What follows belongs to an exercise in optimizing a design on an open flow for small area and a short achievable clock period; a production flow would make more cautious choices. Function was checked by simulation only, so behaviour that the tests miss may differ from the original.

==> inputs of try-cedar <==
// div_top
module div_top
(
    input             clk,
    input      [31:0] x,
    input      [31:0] y,
    output reg [31:0] q,
    output reg [31:0] r
);
reg  [31:0] x_r;
reg  [31:0] y_r;
wire [31:0] q_w;
wire [31:0] r_w;
nrda_div #(.WIDTH(32)) u_div (
    .x(x_r),
    .y(y_r),
    .r(r_w),
    .q(q_w)
);
always @(posedge clk) begin
    x_r <= x;
    y_r <= y;
    q   <= q_w;
    r   <= r_w;
end
endmodule
==> module nrda_div, before the edit <==
module nrda_div
#(
    parameter WIDTH=32
)
(
    input [WIDTH-1:0] x,
    input [WIDTH-1:0] y,
    output reg [WIDTH-1:0] r,
    output reg [WIDTH-1:0] q
);
localparam W  = WIDTH;
localparam NS = WIDTH/2;      
localparam RW = WIDTH+1;      
localparam AW = WIDTH+3;      
localparam SW = clog2(WIDTH);
function integer clog2;
    input integer v;
    integer u;
    begin
        clog2 = 0;
        for (u = v - 1; u > 0; u = u >> 1)
            clog2 = clog2 + 1;
    end
endfunction
function [3:0] sel;           
    input [6:0] e;
    input [2:0] di;
    integer m2, m1, m0, mm1, es;
    begin
        case (di)
        3'd0: begin m2 = 12; m1 = 4; m0 = -4;  mm1 = -13; end
        3'd1: begin m2 = 14; m1 = 4; m0 = -6;  mm1 = -15; end
        3'd2: begin m2 = 15; m1 = 4; m0 = -6;  mm1 = -16; end
        3'd3: begin m2 = 16; m1 = 4; m0 = -6;  mm1 = -18; end
        3'd4: begin m2 = 18; m1 = 6; m0 = -8;  mm1 = -20; end
        3'd5: begin m2 = 20; m1 = 6; m0 = -8;  mm1 = -20; end
        3'd6: begin m2 = 20; m1 = 8; m0 = -8;  mm1 = -22; end
        default: begin m2 = 24; m1 = 8; m0 = -8;  mm1 = -24; end
        endcase
        es = e[6] ? {25'h1ffffff, e} : {25'h0, e};
        if (es >= m2)       sel = 4'b1000;
        else if (es >= m1)  sel = 4'b0100;
        else if (es >= m0)  sel = 4'b0000;
        else if (es >= mm1) sel = 4'b0010;
        else                sel = 4'b0001;
    end
endfunction
wire xs = x[W-1];
wire ys = y[W-1];
wire yz = ~|y;
reg  [W-1:0]   yv_ [0:SW];
reg  [2*W-1:0] xv [0:SW];
reg  [SW-1:0]  s;
integer k;
always @(*) begin
    yv_[0] = y;
    xv[0] = {{W{xs}}, x};
    for (k = 0; k < SW; k = k + 1) begin
        s[SW-1-k] = ~|((yv_[k] ^ {W{ys}}) >> (W - (1 << (SW-1-k)))) & ~yz;
        yv_[k+1] = s[SW-1-k] ? yv_[k] << (1 << (SW-1-k)) : yv_[k];
        xv[k+1] = s[SW-1-k] ? xv[k] << (1 << (SW-1-k)) : xv[k];
    end
end
wire [RW-1:0]  yv = {ys, yv_[SW]};        
wire [2*W-1:0] xn = xv[SW];               
wire [RW-1:0]  ya = ys ? ~yv : yv;        
wire [2:0] di = ya[W-1] ? ya[W-2:W-4] : 3'b000;
wire signed [2:0] w0t = xn[2*W-1:2*W-3];   
wire q0p = di[2] ? (w0t >= 3'sd3) : (w0t >= 3'sd2);
wire q0n = di[2] ? (w0t == -3'sd4) : (w0t <= -3'sd3);
wire q0i = ys ? q0n : q0p;                
wire [AW-1:0] D1 = {{(AW-RW){yv[RW-1]}}, yv};
wire [AW-1:0] D2 = {{(AW-RW-1){yv[RW-1]}}, yv, 1'b0};
reg [RW-1:0] S [0:NS];
reg [RW-1:0] C [0:NS];
reg [NS-1:0] dp1, dp2, dn1, dn2;
reg [AW-1:0] A, B, M;
reg [6:0] est;
reg [3:0] qd;
reg inv, one, two;
integer j;
always @(*) begin
    S[0] = {xn[2*W-1], xn[2*W-1:W]};
    C[0] = (q0p | q0n) ? (q0i ? ~yv : yv) : {RW{1'b0}};
    for (j = 1; j <= NS; j = j + 1) begin
        A = {S[j-1], xn[W-2*j+1 -: 2]};
        B = {C[j-1], (j == 1) ? {q0i, q0i} : 2'b00};
        est = A[AW-1:AW-7] + B[AW-1:AW-7];
        qd = sel(est, di);
        inv = ys ? (qd[1] | qd[0]) : (qd[3] | qd[2]);
        one = qd[2] | qd[1];
        two = qd[3] | qd[0];
        dp2[NS-j] = two & inv;  dp1[NS-j] = one & inv;
        dn2[NS-j] = two & ~inv; dn1[NS-j] = one & ~inv;
        M = ({AW{two}} & D2 | {AW{one}} & D1) ^ {AW{inv}};
        S[j] = A ^ B ^ M;
        C[j] = {((A & B) | (A & M) | (B & M)), (inv | ((j == 1) & q0i))};
    end
end
wire [RW-1:0] rf = S[NS] + C[NS];
wire rneg = rf[RW-1];
wire rnz = |rf;
wire corr = xs ? (~rneg & rnz) : rneg;
wire sub = xs ^ ys;                       
wire [RW-1:0] rc = S[NS] + C[NS] + (sub ? ~yv : yv) + sub;
wire [RW-1:0] rr = corr ? rc : rf;
wire [RW-1:0] rs = (rr >> s) | (rr[RW-1] ? ~({RW{1'b1}} >> s) : {RW{1'b0}});
wire [2:0] e0 = {dp2[0], dp1[0]} - {dn2[0], dn1[0]} +
                (corr ? (sub ? 3'd1 : 3'd7) : 3'd0);
reg [W-1:0] P, N;
integer t;
always @(*) begin
    for (t = 1; t < NS; t = t + 1) begin
        P[2*t+1] = dp2[t]; P[2*t] = dp1[t];
        N[2*t+1] = dn2[t]; N[2*t] = dn1[t];
    end
    P[1:0] = e0[2] ? 2'b00 : e0[1:0];
    N[1:0] = e0[2] ? -e0[1:0] : 2'b00;
    if (yz) begin
        P = {{(W-1){1'b0}}, xs};
        N = {{(W-1){1'b0}}, ~xs};
    end
end
always @(*) begin
    r = rs[W-1:0];
    q = P - N;
end
endmodule
export LEC_CHECK = 0
export CAP_MARGIN = 20
export CORE_MARGIN = 2
export CORE_UTILIZATION = 50
export CTS_CLUSTER_DIAMETER = 50
export CTS_CLUSTER_SIZE = 15
export SLEW_MARGIN = 20
create_clock -name core_clock -period 110.0 [get_ports {clk}]
standard.sh (not shown) runs the stock make flow with config.mk's settings and CLKGATE_MAP_FILE= SYNTH_SCRIPT=/design/flow/synth_recipe.tcl, a recipe that flattens the netlist after the stock synthesis.
==> flow/flow/run.sh <==
#!/bin/bash
set -euo pipefail
bash standard.sh SETUP_SLACK_MARGIN=30 finish > standard_flow.log 2>&1
==> try-ember: changes against try-cedar <==
--- a/flow/design.v
+++ b/flow/design.v
@@ -33,4 +33,4 @@
     input [WIDTH-1:0] y,
-    output reg [WIDTH-1:0] r,
-    output reg [WIDTH-1:0] q
+    output [WIDTH-1:0] r,
+    output [WIDTH-1:0] q
 );
@@ -97,4 +97,4 @@
 wire q0i = ys ? q0n : q0p;                
-wire [AW-1:0] D1 = {{(AW-RW){yv[RW-1]}}, yv};
-wire [AW-1:0] D2 = {{(AW-RW-1){yv[RW-1]}}, yv, 1'b0};
+wire [AW-1:0] D1 = {{(AW-RW){1'b0}}, ya};
+wire [AW-1:0] D2 = {{(AW-RW-1){1'b0}}, ya, ys};
 reg [RW-1:0] S [0:NS];
@@ -105,3 +105,3 @@
 reg [3:0] qd;
-reg inv, one, two;
+reg inv, one, two, cin;
 integer j;
@@ -109,3 +109,3 @@
     S[0] = {xn[2*W-1], xn[2*W-1:W]};
-    C[0] = (q0p | q0n) ? (q0i ? ~yv : yv) : {RW{1'b0}};
+    C[0] = q0p ? ~ya : (q0n ? ya : {RW{1'b0}});
     for (j = 1; j <= NS; j = j + 1) begin
@@ -115,20 +115,37 @@
         qd = sel(est, di);
-        inv = ys ? (qd[1] | qd[0]) : (qd[3] | qd[2]);
+        inv = qd[3] | qd[2];              
         one = qd[2] | qd[1];
         two = qd[3] | qd[0];
-        dp2[NS-j] = two & inv;  dp1[NS-j] = one & inv;
-        dn2[NS-j] = two & ~inv; dn1[NS-j] = one & ~inv;
+        cin = (one | two) & (inv ^ ys);   
+        dp2[NS-j] = two & cin;  dp1[NS-j] = one & cin;
+        dn2[NS-j] = two & ~cin; dn1[NS-j] = one & ~cin;
         M = ({AW{two}} & D2 | {AW{one}} & D1) ^ {AW{inv}};
         S[j] = A ^ B ^ M;
-        C[j] = {((A & B) | (A & M) | (B & M)), (inv | ((j == 1) & q0i))};
+        C[j] = {((A & B) | (A & M) | (B & M)), (cin | ((j == 1) & q0i))};
     end
 end
-wire [RW-1:0] rf = S[NS] + C[NS];
+nrda_div_tail #(.W(W), .NS(NS), .RW(RW), .SW(SW)) u_tail (
+    .xs(xs), .ys(ys), .yz(yz), .S(S[NS]), .C(C[NS]), .y(y), .s(s),
+    .dp1(dp1), .dp2(dp2), .dn1(dn1), .dn2(dn2), .r(r), .q(q));
+endmodule
+module nrda_div_tail #(parameter W=32, NS=16, RW=33, SW=5) (
+    input xs,
+    input ys,
+    input yz,
+    input [RW-1:0] S,
+    input [RW-1:0] C,
+    input [W-1:0] y,
+    input [SW-1:0] s,
+    input [NS-1:0] dp1, dp2, dn1, dn2,
+    output [W-1:0] r,
+    output [W-1:0] q
+);
+wire [RW-1:0] rf = S + C;
 wire rneg = rf[RW-1];
-wire rnz = |rf;
-wire corr = xs ? (~rneg & rnz) : rneg;
+wire rz = ~|rf;
+wire corr = xs ? ~(rneg | rz) : rneg;
 wire sub = xs ^ ys;                       
-wire [RW-1:0] rc = S[NS] + C[NS] + (sub ? ~yv : yv) + sub;
-wire [RW-1:0] rr = corr ? rc : rf;
-wire [RW-1:0] rs = (rr >> s) | (rr[RW-1] ? ~({RW{1'b1}} >> s) : {RW{1'b0}});
+wire [RW-1:0] rs = (rf >> s) | (rneg ? ~({RW{1'b1}} >> s) : {RW{1'b0}});
+wire [W-1:0] ry = corr ? (sub ? ~y : y) : {W{1'b0}};
+wire [W-1:0] rr = rs[W-1:0] + ry + (corr & sub);
 wire [2:0] e0 = {dp2[0], dp1[0]} - {dn2[0], dn1[0]} +
@@ -149,6 +166,4 @@
 end
-always @(*) begin
-    r = rs[W-1:0];
-    q = P - N;
-end
+assign r = rr;
+assign q = P - N;
 endmodule
==> flow/flow/run.sh (replaced) <==
#!/bin/bash
set -euo pipefail
bash standard.sh SETUP_SLACK_MARGIN=48 SKIP_GATE_CLONING=1 SKIP_PIN_SWAP=1 finish > standard_flow.log 2>&1
ABC_AREA = 1   (was default)
SYNTH_HIERARCHICAL = 1   (was default)
==> try-harbor: changes against try-cedar <==
==> flow/design.v (replaced) <==
module div_top
(
    input             clk,
    input      [31:0] x,
    input      [31:0] y,
    output reg [31:0] q,
    output reg [31:0] r
);
reg  [31:0] x_r;
reg  [31:0] y_r;
wire [31:0] q_w;
wire [31:0] r_w;
nrda_div #(.WIDTH(32)) u_div (
    .x(x_r),
    .y(y_r),
    .r(r_w),
    .q(q_w)
);
always @(posedge clk) begin
    x_r <= x;
    y_r <= y;
    q   <= q_w;
    r   <= r_w;
end
endmodule

module nrda_div
#(
    parameter WIDTH=32
)
(
    input [WIDTH-1:0] x,
    input [WIDTH-1:0] y,
    output reg [WIDTH-1:0] r,
    output reg [WIDTH-1:0] q
);
reg [2*WIDTH:0] A; 
reg [2*WIDTH-1:0] D;
integer i;
always @(x or y) begin
    A = x[WIDTH-1] ? {{(WIDTH+1){1'b0}},~x+1'b1} : {{(WIDTH+1){1'b0}},x};
    D = y[WIDTH-1] ? {~y+1'b1,{WIDTH{1'b0}}} : {y,{WIDTH{1'b0}}};
    for(i = 0; i < WIDTH; i = i + 1) begin
        if(A[2*WIDTH]==1'b1) begin
            A = A << 1;
            A = A + D;
        end
        else begin
            A = A << 1;
            A = A - D;
        end
        if(A[2*WIDTH]==1'b1) begin
            A[0] = 1'b0;
        end
        else begin
            A[0] = 1'b1;
        end
    end
    r = A[2*WIDTH-1:WIDTH];
    q = A[WIDTH-1:0];
    if(r[WIDTH-1]==1'b1) begin
        r = y[WIDTH-1] ? (r+(~y+1'b1)) : (r+y);
    end
    r = x[WIDTH-1] ? (~r+1'b1) : r;
    q = x[WIDTH-1]^y[WIDTH-1] ? (~q+1'b1) : q;
end
endmodule
==> flow/run.sh (new file) <==
#!/bin/bash
# synth_recipe.tcl (not shown) runs the flow's synth.tcl, then flattens the netlist and writes it again
# the make line also repeats each setting of config.mk as NAME=value (left out here)
make -C /OpenROAD-flow-scripts/flow DESIGN_CONFIG=/design/flow/config.mk WORK_HOME=/design/flow/orfs CLKGATE_MAP_FILE= SYNTH_SCRIPT=/design/flow/synth_recipe.tcl finish
removed: flow/flow/run.sh
removed: flow/standard.sh
==> results.txt <==
try-ember passed the timing, DRC and antenna checks. try-harbor completed with no timing, DRC or antenna violations. try-cedar finished with timing, DRC and antenna clean. Of try-harbor and try-ember, try-harbor has the higher critical path depth (gap 218). The highest register-to-register slack belongs to try-ember, the lowest to try-harbor. The highest die area belongs to try-harbor, the lowest to try-cedar. The highest clock skew belongs to try-cedar, the lowest to try-ember. Worst setup slack, highest first: try-ember, try-cedar, try-harbor.

==> amber <==
RTL: one of the versions met above, not the one the previous note started from.
==> module nrda_div, before the edit <==
module nrda_div
#(
    parameter WIDTH=32
)
(
    input [WIDTH-1:0] x,
    input [WIDTH-1:0] y,
    output [WIDTH-1:0] r,
    output [WIDTH-1:0] q
);
localparam W  = WIDTH;
localparam NS = WIDTH/2;      
localparam RW = WIDTH+1;      
localparam AW = WIDTH+3;      
localparam SW = clog2(WIDTH);
function integer clog2;
    input integer v;
    integer u;
    begin
        clog2 = 0;
        for (u = v - 1; u > 0; u = u >> 1)
            clog2 = clog2 + 1;
    end
endfunction
function [3:0] sel;           
    input [6:0] e;
    input [2:0] di;
    integer m2, m1, m0, mm1, es;
    begin
        case (di)
        3'd0: begin m2 = 12; m1 = 4; m0 = -4;  mm1 = -13; end
        3'd1: begin m2 = 14; m1 = 4; m0 = -6;  mm1 = -15; end
        3'd2: begin m2 = 15; m1 = 4; m0 = -6;  mm1 = -16; end
        3'd3: begin m2 = 16; m1 = 4; m0 = -6;  mm1 = -18; end
        3'd4: begin m2 = 18; m1 = 6; m0 = -8;  mm1 = -20; end
        3'd5: begin m2 = 20; m1 = 6; m0 = -8;  mm1 = -20; end
        3'd6: begin m2 = 20; m1 = 8; m0 = -8;  mm1 = -22; end
        default: begin m2 = 24; m1 = 8; m0 = -8;  mm1 = -24; end
        endcase
        es = e[6] ? {25'h1ffffff, e} : {25'h0, e};
        if (es >= m2)       sel = 4'b1000;
        else if (es >= m1)  sel = 4'b0100;
        else if (es >= m0)  sel = 4'b0000;
        else if (es >= mm1) sel = 4'b0010;
        else                sel = 4'b0001;
    end
endfunction
wire xs = x[W-1];
wire ys = y[W-1];
wire yz = ~|y;
reg  [W-1:0]   yv_ [0:SW];
reg  [2*W-1:0] xv [0:SW];
reg  [SW-1:0]  s;
integer k;
always @(*) begin
    yv_[0] = y;
    xv[0] = {{W{xs}}, x};
    for (k = 0; k < SW; k = k + 1) begin
        s[SW-1-k] = ~|((yv_[k] ^ {W{ys}}) >> (W - (1 << (SW-1-k)))) & ~yz;
        yv_[k+1] = s[SW-1-k] ? yv_[k] << (1 << (SW-1-k)) : yv_[k];
        xv[k+1] = s[SW-1-k] ? xv[k] << (1 << (SW-1-k)) : xv[k];
    end
end
wire [RW-1:0]  yv = {ys, yv_[SW]};        
wire [2*W-1:0] xn = xv[SW];               
wire [RW-1:0]  ya = ys ? ~yv : yv;        
wire [2:0] di = ya[W-1] ? ya[W-2:W-4] : 3'b000;
wire signed [2:0] w0t = xn[2*W-1:2*W-3];   
wire q0p = di[2] ? (w0t >= 3'sd3) : (w0t >= 3'sd2);
wire q0n = di[2] ? (w0t == -3'sd4) : (w0t <= -3'sd3);
wire q0i = ys ? q0n : q0p;                
wire [AW-1:0] D1 = {{(AW-RW){1'b0}}, ya};
wire [AW-1:0] D2 = {{(AW-RW-1){1'b0}}, ya, ys};
reg [RW-1:0] S [0:NS];
reg [RW-1:0] C [0:NS];
reg [NS-1:0] dp1, dp2, dn1, dn2;
reg [AW-1:0] A, B, M;
reg [6:0] est;
reg [3:0] qd;
reg inv, one, two, cin;
integer j;
always @(*) begin
    S[0] = {xn[2*W-1], xn[2*W-1:W]};
    C[0] = q0p ? ~ya : (q0n ? ya : {RW{1'b0}});
    for (j = 1; j <= NS; j = j + 1) begin
        A = {S[j-1], xn[W-2*j+1 -: 2]};
        B = {C[j-1], (j == 1) ? {q0i, q0i} : 2'b00};
        est = A[AW-1:AW-7] + B[AW-1:AW-7];
        qd = sel(est, di);
        inv = qd[3] | qd[2];              
        one = qd[2] | qd[1];
        two = qd[3] | qd[0];
        cin = (one | two) & (inv ^ ys);   
        dp2[NS-j] = two & cin;  dp1[NS-j] = one & cin;
        dn2[NS-j] = two & ~cin; dn1[NS-j] = one & ~cin;
        M = ({AW{two}} & D2 | {AW{one}} & D1) ^ {AW{inv}};
        S[j] = A ^ B ^ M;
        C[j] = {((A & B) | (A & M) | (B & M)), (cin | ((j == 1) & q0i))};
    end
end
nrda_div_tail #(.W(W), .NS(NS), .RW(RW), .SW(SW)) u_tail (
    .xs(xs), .ys(ys), .yz(yz), .S(S[NS]), .C(C[NS]), .y(y), .s(s),
    .dp1(dp1), .dp2(dp2), .dn1(dn1), .dn2(dn2), .r(r), .q(q));
endmodule
Settings: LEC_CHECK=0, ABC_AREA=1, CAP_MARGIN=20, CORE_MARGIN=2, CORE_UTILIZATION=50, CTS_CLUSTER_DIAMETER=50, CTS_CLUSTER_SIZE=15, SLEW_MARGIN=20, SYNTH_HIERARCHICAL=1; clock period 110.0 ns.
==> flow/flow/run.sh <==
#!/bin/bash
set -euo pipefail
bash standard.sh SETUP_SLACK_MARGIN=47 SKIP_GATE_CLONING=1 SKIP_PIN_SWAP=1 finish > standard_flow.log 2>&1
==> inputs of onyx, as changes to amber <==
--- a/flow/design.v
+++ b/flow/design.v
@@ -97,4 +97,4 @@
 wire q0i = ys ? q0n : q0p;                
-wire [AW-1:0] D1 = {{(AW-RW){1'b0}}, ya};
-wire [AW-1:0] D2 = {{(AW-RW-1){1'b0}}, ya, ys};
+wire [AW-1:0] D1 = {{(AW-RW){yv[RW-1]}}, yv};
+wire [AW-1:0] D2 = {{(AW-RW-1){yv[RW-1]}}, yv, 1'b0};
 reg [RW-1:0] S [0:NS];
@@ -105,3 +105,3 @@
 reg [3:0] qd;
-reg inv, one, two, cin;
+reg inv, one, two;
 integer j;
@@ -109,3 +109,3 @@
     S[0] = {xn[2*W-1], xn[2*W-1:W]};
-    C[0] = q0p ? ~ya : (q0n ? ya : {RW{1'b0}});
+    C[0] = (q0p | q0n) ? (q0i ? ~yv : yv) : {RW{1'b0}};
     for (j = 1; j <= NS; j = j + 1) begin
@@ -115,11 +115,10 @@
         qd = sel(est, di);
-        inv = qd[3] | qd[2];              
+        inv = ys ? (qd[1] | qd[0]) : (qd[3] | qd[2]);
         one = qd[2] | qd[1];
         two = qd[3] | qd[0];
-        cin = (one | two) & (inv ^ ys);   
-        dp2[NS-j] = two & cin;  dp1[NS-j] = one & cin;
-        dn2[NS-j] = two & ~cin; dn1[NS-j] = one & ~cin;
+        dp2[NS-j] = two & inv;  dp1[NS-j] = one & inv;
+        dn2[NS-j] = two & ~inv; dn1[NS-j] = one & ~inv;
         M = ({AW{two}} & D2 | {AW{one}} & D1) ^ {AW{inv}};
         S[j] = A ^ B ^ M;
-        C[j] = {((A & B) | (A & M) | (B & M)), (cin | ((j == 1) & q0i))};
+        C[j] = {((A & B) | (A & M) | (B & M)), (inv | ((j == 1) & q0i))};
     end
==> flow/flow/run.sh (replaced) <==
#!/bin/bash
set -euo pipefail
bash standard.sh SETUP_SLACK_MARGIN=43 SKIP_GATE_CLONING=1 SKIP_PIN_SWAP=1 finish > standard_flow.log 2>&1
CORE_UTILIZATION = 65   (was 50)
PLACE_DENSITY = 0.75   (was not set)
==> inputs of maple, as changes to amber <==
--- a/flow/design.v
+++ b/flow/design.v
@@ -97,4 +97,4 @@
 wire q0i = ys ? q0n : q0p;                
-wire [AW-1:0] D1 = {{(AW-RW){1'b0}}, ya};
-wire [AW-1:0] D2 = {{(AW-RW-1){1'b0}}, ya, ys};
+wire [AW-1:0] D1 = {{(AW-RW){yv[RW-1]}}, yv};
+wire [AW-1:0] D2 = {{(AW-RW-1){yv[RW-1]}}, yv, 1'b0};
 reg [RW-1:0] S [0:NS];
@@ -105,3 +105,3 @@
 reg [3:0] qd;
-reg inv, one, two, cin;
+reg inv, one, two;
 integer j;
@@ -109,3 +109,3 @@
     S[0] = {xn[2*W-1], xn[2*W-1:W]};
-    C[0] = q0p ? ~ya : (q0n ? ya : {RW{1'b0}});
+    C[0] = (q0p | q0n) ? (q0i ? ~yv : yv) : {RW{1'b0}};
     for (j = 1; j <= NS; j = j + 1) begin
@@ -115,11 +115,10 @@
         qd = sel(est, di);
-        inv = qd[3] | qd[2];              
+        inv = ys ? (qd[1] | qd[0]) : (qd[3] | qd[2]);
         one = qd[2] | qd[1];
         two = qd[3] | qd[0];
-        cin = (one | two) & (inv ^ ys);   
-        dp2[NS-j] = two & cin;  dp1[NS-j] = one & cin;
-        dn2[NS-j] = two & ~cin; dn1[NS-j] = one & ~cin;
+        dp2[NS-j] = two & inv;  dp1[NS-j] = one & inv;
+        dn2[NS-j] = two & ~inv; dn1[NS-j] = one & ~inv;
         M = ({AW{two}} & D2 | {AW{one}} & D1) ^ {AW{inv}};
         S[j] = A ^ B ^ M;
-        C[j] = {((A & B) | (A & M) | (B & M)), (cin | ((j == 1) & q0i))};
+        C[j] = {((A & B) | (A & M) | (B & M)), (inv | ((j == 1) & q0i))};
     end
==> flow/flow/run.sh (replaced) <==
#!/bin/bash
set -euo pipefail
bash standard.sh SETUP_SLACK_MARGIN=43 finish > standard_flow.log 2>&1
ABC_AREA = not set   (was 1)
==> results.txt <==
largest net degree at the start of global routing roughly 90; status finished clean; Min-Delay Endpoint r[0]; Stages on worst setup path around 350; Initial Util 0.656
-- figures above: onyx

==> results.txt <==
Stages on worst setup path 298; worst reg2reg setup slack around 45000 ps; largest net degree at the start of global routing just under 70; Initial Util 0.502; Min-Delay Endpoint q[1]; R2R cell count slightly below 300; Reg clk slew, reported paths approximately 80 ps; multi-input logic portion of the cell area 0.776; status finished clean
-- figures above: maple

==> results.txt <==
Stages on worst setup path 360; GRT overflow 0; H-tree levels 4; Initial Util 0.503; Min-Delay Endpoint r[7]; status finished clean; top-count cell post-synth nand2_1; Simple-Gate Fraction of Synth Area 0.210; largest net degree at the start of global routing between 70 and 80
-- figures above: amber

==> what the ideal ports hide <==
In the flow no input, the clock included, has a driving cell. The finished layouts below were timed again as built, in two steps. Step 1: set_driving_cell puts a clkbuf_16 on clk and a buf_2 on each other input, an assumption about the parent block. Step 2, shift: input delay + t, output delay - t, t = (earliest + latest rising clock arrival at the registers) / 2. This alone moves slack from input paths to output paths. a / b / c = ideal ports / drivers / drivers and shift; a / b = the first two.
run | shift t [ns] | setup slack, ns | hold slack, ns | worst setup path at the end
try-cedar | 0.582 | 34.570 / 34.570 / 34.570 | 0.961 / 0.961 / 0.961 | register to register
try-ember | 0.496 | 50.973 / 50.973 / 50.973 | 0.907 / 0.907 / 0.907 | register to register
try-harbor | 0.665 | 2.437 / 2.437 / 2.437 | 0.829 / 0.829 / 0.829 | register to register
amber | 0.496 | 50.151 / 50.151 / 50.151 | 0.920 / 0.920 / 0.920 | register to register
onyx | 0.571 | 46.083 / 46.083 / 46.083 | 0.734 / 0.734 / 0.734 | register to register
maple | 0.585 | 44.778 / 44.778 / 44.778 | 0.812 / 0.812 / 0.812 | register to register
After both steps setup and hold are still met in every run listed.
